Background: an optimization exercise with open tools, aiming at small area, a short achievable clock period and few clock cycles per item. Do not read the settings as production practice.
Only simulation tests tie the RTL to the original design; equivalence was not proved.
No activity file was given, so power comes from the tool's default toggle rates.

Setup of alpha:
==> flow/design.v <==
`timescale 1ns / 1ps
module rotate_left_vector #(
    parameter N = 125
) (
    input  wire [N-1:0] d_vec,
    input  wire [3:0]   h,
    input  wire [3:0]   m,
    input  wire [3:0]   l,
    output wire [62:0]  out_vector
);
  wire [N+2:0] d = {d_vec, 3'b0};
  reg [77:0] a;
  reg [65:0] b;
  reg [62:0] o;
  integer i;
  always @* begin
    for (i = 0; i < 78; i = i + 1)
      a[77-i] = (h[0] & d[N+2-i]) | (h[1] & d[N+2-i-16]) | (h[2] & d[N+2-i-32]) |
                (h[3] & d[N+2-i-48]);
    for (i = 0; i < 66; i = i + 1)
      b[65-i] = (m[0] & a[77-i]) | (m[1] & a[73-i]) | (m[2] & a[69-i]) | (m[3] & a[65-i]);
    for (i = 0; i < 63; i = i + 1)
      o[62-i] = (l[0] & b[65-i]) | (l[1] & b[64-i]) | (l[2] & b[63-i]) | (l[3] & b[62-i]);
  end
  assign out_vector = o;
endmodule
module double_block (
    input  wire [62:0]  x,
    input  wire [3:0]   h,
    input  wire [3:0]   m,
    input  wire [3:0]   l,
    output wire [124:0] out_vector
);
  reg [124:0] s1, s2, s3;
  reg [124:0] wide;
  integer k;
  always @* begin
    wide = {x, 62'b0};
    for (k = 0; k < 125; k = k + 1) begin
      s1[124-k] = (h[0] & wide[124-k]) |
                  (h[1] & (k >= 16 ? wide[124-k+16] : 1'b0)) |
                  (h[2] & (k >= 32 ? wide[124-k+32] : 1'b0)) |
                  (h[3] & (k >= 48 ? wide[124-k+48] : 1'b0));
    end
    for (k = 0; k < 125; k = k + 1) begin
      s2[124-k] = (m[0] & s1[124-k]) |
                  (m[1] & (k >= 4 ? s1[124-k+4] : 1'b0)) |
                  (m[2] & (k >= 8 ? s1[124-k+8] : 1'b0)) |
                  (m[3] & (k >= 12 ? s1[124-k+12] : 1'b0));
    end
    for (k = 0; k < 125; k = k + 1) begin
      s3[124-k] = (l[0] & s2[124-k]) |
                  (l[1] & (k >= 1 ? s2[124-k+1] : 1'b0)) |
                  (l[2] & (k >= 2 ? s2[124-k+2] : 1'b0)) |
                  (l[3] & (k >= 3 ? s2[124-k+3] : 1'b0));
    end
  end
  assign out_vector = wide | s3;
endmodule
`timescale 1ns / 1ps
module ldpc_encoder (
    input  wire        clk,
    input  wire        rst_n,
    input  wire        start_input,
    input  wire        start_conf_input,
    input  wire [63:0] data_in,
    output wire [63:0] data_out,
    output wire        done
);
  localparam NR = 12;
  localparam NC = 24;
  localparam S_IDLE = 2'd0;
  localparam S_CONF = 2'd1;
  localparam S_ENC = 2'd2;
  reg [1:0] state;
  reg [6:0] cyc;
  reg [1:0] ph;    
  reg f_gshift, f_s1msg, f_tot, f_keep, f_first, f_msgout, f_clr;
  reg done_r;
  reg [3:0] rows;
  reg [4:0] cols;
  reg [5:0] zsz;
  reg [NR*NC*6-1:0] g;
  always @(posedge clk) begin
    if (state == S_IDLE && start_conf_input) begin
      rows <= data_in[3:0];
      cols <= data_in[12:8];
      zsz <= data_in[21:16];
    end
    if (f_gshift) g <= {data_in, g[NR*NC*6-1:64]};
  end
  reg fm_ok, fmode;
  integer fc, fj;
  always @* begin
    fm_ok = (rows >= 4'd3);
    for (fc = 1; fc <= NR - 2; fc = fc + 1)
      for (fj = fc; fj <= NR - 2; fj = fj + 1)
        if (fj + 2 <= rows)
          fm_ok = fm_ok && ((fj == fc) ? (g[(fc*NC+fj)*6+:6] == 6'd0) :
                                         (g[(fc*NC+fj)*6+:6] == 6'h3f));
  end
  always @(posedge clk) fmode <= fm_ok;
  reg [6:0] k_t0;       
  reg [6:0] e_nm;       
  reg [6:0] e_f;        
  reg [6:0] e_lc;       
  reg [6:0] e_ld;       
  reg [6:0] e_kp;       
  reg [6:0] e_mo;       
  reg [6:0] e_last;     
  reg [6:0] k_last;     
  wire [62:0] zmask = ~({63{1'b1}} >> zsz);
  reg [3:0] zh, zm, zl;   
  reg [NC-1:0] oh_r;    
  reg [NC-1:0] oh_r1;   
  reg [NR-1:0] th_r;    
  reg [NR-1:0] p_st;    
  reg [NR-1:0] p_lst;   
  wire [6:0] r7 = {3'b0, rows};
  wire [6:0] c7 = {2'b0, cols};
  wire [6:0] t0_lc = (rows == 4'd1) ? c7 + 7'd3 : c7 + r7 + r7;
  integer r;
  always @(posedge clk) begin
    if (fmode || t0_lc + r7 <= 7'd30) k_t0 <= 7'd30 - r7;
    else if (t0_lc + r7 <= 7'd53) k_t0 <= 7'd53 - r7;
    else k_t0 <= 7'd76 - r7;
    e_nm <= c7 - r7 - 7'd1;
    e_f <= c7 - r7 + 7'd1;
    e_lc <= c7 + r7 + r7 - 7'd5;
    e_ld <= k_t0 - 7'd2;
    e_kp <= k_t0 + r7 - 7'd4;
    e_mo <= k_t0 + r7 - 7'd2;
    e_last <= k_t0 + c7 - 7'd2;
    k_last <= k_t0 + c7 - 7'd1;
    zh <= 4'b1 << zsz[5:4];
    zm <= 4'b1 << zsz[3:2];
    zl <= 4'b1 << zsz[1:0];
    for (r = 0; r < NC; r = r + 1) begin
      oh_r[r] <= (rows == r);
      oh_r1[r] <= (rows == r + 1);
    end
    for (r = 0; r < NR; r = r + 1) begin
      th_r[r] <= (r < rows);
      p_st[r] <= (fmode || rows == 4'd1) ? (r == 0) : (r == 1);
      p_lst[r] <= fmode ? (rows == r + 2) : (rows == r + 1);
    end
  end
  wire [6:0] c6 = cyc;
  wire n_enc = (state == S_IDLE) ? (start_input && !start_conf_input) :
               (state == S_ENC) && (c6 != k_last);
  wire n_conf = (state == S_IDLE) ? start_conf_input : (state == S_CONF) && (cyc != 7'd28);
  wire n_s1msg = n_enc && c6 <= e_nm;
  wire n_first = n_enc && c6 == e_f;
  wire [1:0] ph_n = n_first ? 2'd0 : (ph == 2'd2) ? 2'd0 : ph + 2'd1;
  wire in_lc = n_enc && !fmode && c6 > e_f && c6 <= e_lc + 7'd1;
  wire n_cbld = in_lc && ph_n == 2'd0 && c6 <= e_lc;
  wire n_s1cb = n_enc && (c6 == e_f + 7'd1 || (in_lc && ph_n == 2'd1));
  wire n_load = n_enc && c6 >= e_ld && c6 < e_mo;
  wire n_tot = n_first || (n_enc && fmode && c6 == e_ld);
  wire n_keep = n_enc && fmode && c6 > e_ld && c6 <= e_kp;
  wire n_msgout = n_enc && c6 >= e_mo && c6 <= e_last;
  always @(posedge clk or negedge rst_n) begin
    if (!rst_n) begin
      state <= S_IDLE;
      cyc <= 7'd0;
      ph <= 2'd0;
      f_gshift <= 1'b0;
      f_s1msg <= 1'b0;
      f_tot <= 1'b0;
      f_keep <= 1'b0;
      f_first <= 1'b0;
      f_msgout <= 1'b0;
      f_clr <= 1'b0;
      done_r <= 1'b0;
    end else begin
      state <= n_conf ? S_CONF : n_enc ? S_ENC : S_IDLE;
      cyc <= (n_conf || n_enc) ? cyc + 7'd1 : 7'd0;
      ph <= ph_n;
      f_gshift <= n_conf && cyc != 7'd0;
      f_s1msg <= n_s1msg;
      f_tot <= n_tot;
      f_keep <= n_keep;
      f_first <= n_first;
      f_msgout <= n_msgout;
      f_clr <= n_enc && cyc == 7'd0;
      done_r <= n_enc && c6 > e_ld;
    end
  end
  reg [NC-1:0] gsel;    
  reg [NR-1:0] rth;     
  reg [NR-1:0] rmask;   
  reg [NR-1:0] psel;    
  always @(posedge clk) begin
    if (state == S_IDLE || !n_enc) gsel <= oh_r;
    else if (n_s1msg) gsel <= gsel << 1;
    else if (n_s1cb && c6 == e_f + 7'd1) gsel <= oh_r1;
    else if (n_s1cb) gsel <= gsel >> 1;
    if (n_s1cb && c6 == e_f + 7'd1) rth <= th_r & ~12'b1;
    else if (n_s1cb) rth <= rth & (rth >> 1);
    if (n_s1msg) rmask <= th_r;
    else if (n_s1cb && c6 == e_f + 7'd1) rmask <= th_r & ~12'b1;
    else if (n_s1cb) rmask <= rth & (rth >> 1);
    else rmask <= 12'b0;
    if (n_cbld) psel <= rth & ~(rth >> 1);    
    else if (n_enc && c6 == e_ld) psel <= p_st;
    else if (n_load) psel <= (psel & p_lst) != 12'b0 ? 12'b1 : psel << 1;
    else psel <= 12'b0;
  end
  reg [62:0] sr[0:22];
  integer i;
  always @(posedge clk) begin
    sr[0] <= f_s1msg ? data_in[63:1] : sr[22];
    for (i = 1; i < 23; i = i + 1) sr[i] <= sr[i-1];
  end
  reg [62:0] acc[0:NR-1];
  reg [62:0] acc_next[0:NR-1];
  reg [62:0] total;
  reg [62:0] accsel;
  wire [62:0] rot[0:NR-1];
  always @* begin
    total = 63'b0;
    accsel = 63'b0;
    for (r = 0; r < NR; r = r + 1) begin
      acc_next[r] = (acc[r] & {63{~f_clr}}) ^ rot[r];
      total = total ^ acc[r];
      accsel = accsel | ({63{psel[r]}} & acc[r]);
    end
  end
  reg [124:0] d_reg;
  reg [3:0] sh[0:NR-1], sm[0:NR-1], sl[0:NR-1];
  reg [62:0] out_reg;
  wire [62:0] s1_x = ((data_in[63:1] & {63{f_s1msg}}) | out_reg) & zmask;
  wire [124:0] s1_dup;
  double_block u_dbl (
      .x(s1_x),
      .h(zh),
      .m(zm),
      .l(zl),
      .out_vector(s1_dup)
  );
  reg [5:0] gcv;
  integer c;
  always @(posedge clk) begin
    d_reg <= s1_dup;
    for (r = 0; r < NR; r = r + 1) begin
      gcv = 6'd0;
      for (c = 0; c < NC; c = c + 1)
        gcv = gcv | ({6{gsel[c]}} & g[(r*NC+c)*6+:6]);
      sh[r] <= 4'b1 << gcv[5:4];
      sm[r] <= 4'b1 << gcv[3:2];
      sl[r] <= {4{rmask[r] && gcv != 6'h3f}} & (4'b1 << gcv[1:0]);
    end
  end
  genvar gr;
  generate
    for (gr = 0; gr < NR; gr = gr + 1) begin : g_row
      rotate_left_vector #(.N(125)) u_rot (
          .d_vec(d_reg),
          .h(sh[gr]),
          .m(sm[gr]),
          .l(sl[gr]),
          .out_vector(rot[gr])
      );
    end
  endgenerate
  always @(posedge clk) begin
    for (r = 1; r < NR; r = r + 1) acc[r] <= acc_next[r];
    acc[0] <= f_first ? total : acc_next[0];
  end
  wire [62:0] p_new = accsel ^ (total & {63{f_tot}}) ^ (out_reg & {63{f_keep}});
  always @(posedge clk) out_reg <= p_new | (sr[4] & {63{f_msgout}});
  assign data_out = {out_reg, 1'b0};
  assign done = done_r;
endmodule
Settings: LEC_CHECK=0, CAP_MARGIN=30, CORE_MARGIN=2, CORE_UTILIZATION=55, CTS_CLUSTER_DIAMETER=60, CTS_CLUSTER_SIZE=30, SLEW_MARGIN=30; clock period 12.0 ns.
standard.sh (not shown) runs the stock make flow with config.mk's settings and CLKGATE_MAP_FILE= SYNTH_SCRIPT=/design/flow/synth_recipe.tcl, a recipe that flattens the netlist after the stock synthesis.
==> flow/flow/run.sh <==
#!/bin/bash
# The standard layout (standard.sh), with these settings changed:
#  - repair_timing aims for 8.0 ns of setup slack instead of 0, so the layout
#    is optimised for speed (the clock period and constraints are unchanged);
#  - the port buffers are sky130_fd_sc_hd__buf_4 rather than the cell the
#    resizer picks by default (a delay cell);
#  - more antenna-repair passes after detailed routing.
# make's full output goes to flow.log in the work folder; ORFS keeps each
# step's log under orfs/logs.
set -euo pipefail
sed "s/CLKGATE_MAP_FILE= /CLKGATE_MAP_FILE= SETUP_SLACK_MARGIN=8.0 MAX_REPAIR_ANTENNAS_ITER_DRT=15 'BUFFER_PORTS_ARGS=-buffer_cell sky130_fd_sc_hd__buf_4' /" \
  standard.sh > standard_tuned.sh
bash standard_tuned.sh > flow.log 2>&1
Testbench counts of alpha, summed over its fixed seeds: cycles 9,856, items 192.
What beta does differently from alpha at the input level:
-- flow/design.v --
<<< alpha, line 119
  wire [6:0] r7 = {3'b0, rows};
  wire [6:0] c7 = {2'b0, cols};
  wire [6:0] t0_lc = (rows == 4'd1) ? c7 + 7'd3 : c7 + r7 + r7;
  integer r;
  always @(posedge clk) begin
    if (fmode || t0_lc + r7 <= 7'd30) k_t0 <= 7'd30 - r7;
    else if (t0_lc + r7 <= 7'd53) k_t0 <= 7'd53 - r7;
    else k_t0 <= 7'd76 - r7;
    e_nm <= c7 - r7 - 7'd1;
    e_f <= c7 - r7 + 7'd1;
    e_lc <= c7 + r7 + r7 - 7'd5;
    e_ld <= k_t0 - 7'd2;
    e_kp <= k_t0 + r7 - 7'd4;
>>> beta, line 119
  wire [6:0] r7 = {3'b0, rows};
  wire [6:0] c7 = {2'b0, cols};
  wire [6:0] t0_lc = (rows == 4'd1) ? c7 + 7'd3 : c7 + r7 + r7 - 7'd1;
  reg fit30, fit53;
  reg [6:0] k30, k53, k76;
  integer r;
  always @(posedge clk) begin
    fit30 <= t0_lc + r7 <= 7'd29;
    fit53 <= t0_lc + r7 <= 7'd52;
    k30 <= 7'd29 - r7;
    k53 <= 7'd52 - r7;
    k76 <= 7'd75 - r7;
    k_t0 <= (fmode || fit30) ? k30 : fit53 ? k53 : k76;
    e_nm <= c7 - r7 - 7'd1;
    e_f <= c7 - r7 + 7'd1;
    e_lc <= c7 + r7 + r7 - 7'd6;
    e_ld <= k_t0 - 7'd2;
    e_kp <= k_t0 + r7 - 7'd4;
<<< alpha, line 154
  wire [1:0] ph_n = n_first ? 2'd0 : (ph == 2'd2) ? 2'd0 : ph + 2'd1;
  wire in_lc = n_enc && !fmode && c6 > e_f && c6 <= e_lc + 7'd1;
  wire n_cbld = in_lc && ph_n == 2'd0 && c6 <= e_lc;
  wire n_s1cb = n_enc && (c6 == e_f + 7'd1 || (in_lc && ph_n == 2'd1));
  wire n_load = n_enc && c6 >= e_ld && c6 < e_mo;
  wire n_tot = n_first || (n_enc && fmode && c6 == e_ld);
  wire n_keep = n_enc && fmode && c6 > e_ld && c6 <= e_kp;
  wire n_msgout = n_enc && c6 >= e_mo && c6 <= e_last;
>>> beta, line 159
  wire [1:0] ph_n = n_first ? 2'd0 : (ph == 2'd2) ? 2'd0 : ph + 2'd1;
  wire in_lc = n_enc && !fmode && c6 > e_f && c6 <= e_lc + 7'd1;
  wire n_cbld = in_lc && ph_n == 2'd2 && c6 <= e_lc;
  wire n_s1cb = in_lc && ph_n == 2'd0;
  wire n_load = n_enc && c6 >= e_ld && c6 < e_mo;
  wire n_tot = n_enc && fmode && c6 == e_ld;
  wire n_keep = n_enc && fmode && c6 > e_ld && c6 <= e_kp;
  wire n_msgout = n_enc && c6 >= e_mo && c6 <= e_last;
<<< alpha, line 194
    if (state == S_IDLE || !n_enc) gsel <= oh_r;
    else if (n_s1msg) gsel <= gsel << 1;
    else if (n_s1cb && c6 == e_f + 7'd1) gsel <= oh_r1;
    else if (n_s1cb) gsel <= gsel >> 1;
    if (n_s1cb && c6 == e_f + 7'd1) rth <= th_r & ~12'b1;
    else if (n_s1cb) rth <= rth & (rth >> 1);
    if (n_s1msg) rmask <= th_r;
    else if (n_s1cb && c6 == e_f + 7'd1) rmask <= th_r & ~12'b1;
    else if (n_s1cb) rmask <= rth & (rth >> 1);
    else rmask <= 12'b0;
>>> beta, line 199
    if (state == S_IDLE || !n_enc) gsel <= oh_r;
    else if (n_s1msg) gsel <= gsel << 1;
    else if (n_first) gsel <= oh_r1;
    else if (n_s1cb) gsel <= gsel >> 1;
    if (n_first) rth <= th_r & ~12'b1;
    else if (n_s1cb) rth <= rth & (rth >> 1);
    if (n_s1msg) rmask <= th_r;
    else if (n_first) rmask <= th_r & ~12'b1;
    else if (n_s1cb) rmask <= rth & (rth >> 1);
    else rmask <= 12'b0;
<<< alpha, line 227
    end
  end
  reg [124:0] d_reg;
  reg [3:0] sh[0:NR-1], sm[0:NR-1], sl[0:NR-1];
  reg [62:0] out_reg;
  wire [62:0] s1_x = ((data_in[63:1] & {63{f_s1msg}}) | out_reg) & zmask;
  wire [124:0] s1_dup;
  double_block u_dbl (
>>> beta, line 232
    end
  end
  reg [62:0] cb;
  always @(posedge clk) cb <= accsel;
  reg [124:0] d_reg;
  reg [3:0] sh[0:NR-1], sm[0:NR-1], sl[0:NR-1];
  reg [62:0] zm_msg, zm_tot;
  always @(posedge clk) begin
    zm_msg <= zmask & {63{n_s1msg}};
    zm_tot <= zmask & {63{n_first}};
  end
  wire [62:0] s1_x = (data_in[63:1] & zm_msg) | (total & zm_tot) | (cb & zmask);
  wire [124:0] s1_dup;
  double_block u_dbl (
<<< alpha, line 268
    acc[0] <= f_first ? total : acc_next[0];
  end
  wire [62:0] p_new = accsel ^ (total & {63{f_tot}}) ^ (out_reg & {63{f_keep}});
  always @(posedge clk) out_reg <= p_new | (sr[4] & {63{f_msgout}});
  assign data_out = {out_reg, 1'b0};
  assign done = done_r;
>>> beta, line 279
    acc[0] <= f_first ? total : acc_next[0];
  end
  reg [62:0] out_reg;
  wire [62:0] p_new = accsel ^ (total & {63{f_tot}}) ^ (out_reg & {63{f_keep}});
  always @(posedge clk) out_reg <= p_new | (sr[3] & {63{f_msgout}});
  assign data_out = {out_reg, 1'b0};
  assign done = done_r;
--- outcome ---
The final layouts of alpha and beta pass the timing, design-rule and antenna checks.
The least setup slack across all paths after layout of beta exceeds that of alpha by 0.21 ns.
Placed standard-cell area was lower in the run labelled alpha.
The layout buffering overhead excluding clock cells of beta is lower than that of alpha.
Final period demand of the worst path came out lower on beta than on alpha.
Comparing alpha and beta, post-route total power is lower on alpha.
Taking alpha as the reference, in beta global-route usage now sits lower, combinational share of power now sits higher.
Testbench counts of beta, summed over its fixed seeds: cycles 9,664, items 192.

==> static timing again, ports no longer ideal <==
The flow's constraints put no driver on any port. The routed layouts listed below were extracted and timed again, unchanged, in two steps.
Step 1, drivers: a clkbuf_16 drives clk and a buf_2 each remaining input, both assumed.
Step 2 moves the port delays by t, midway between the first and last clock arrival at a register: inputs arrive t later, outputs are due t later. That takes back most of the time a late clock gives input paths.
a / b / c = no drivers / after step 1 / after step 2; a / b = the first two.
run	shift t [ns]	setup slack, ns	worst setup path at the end
alpha	1.123	7.534 / 7.534 / 6.968	input to register
beta	1.132	7.748 / 7.748 / 6.935	input to register
After both steps setup and hold are still met in every run listed. For beta, which loses most, drivers alone change the setup slack by 0.000 ns; drivers and shift together by -0.813 ns.
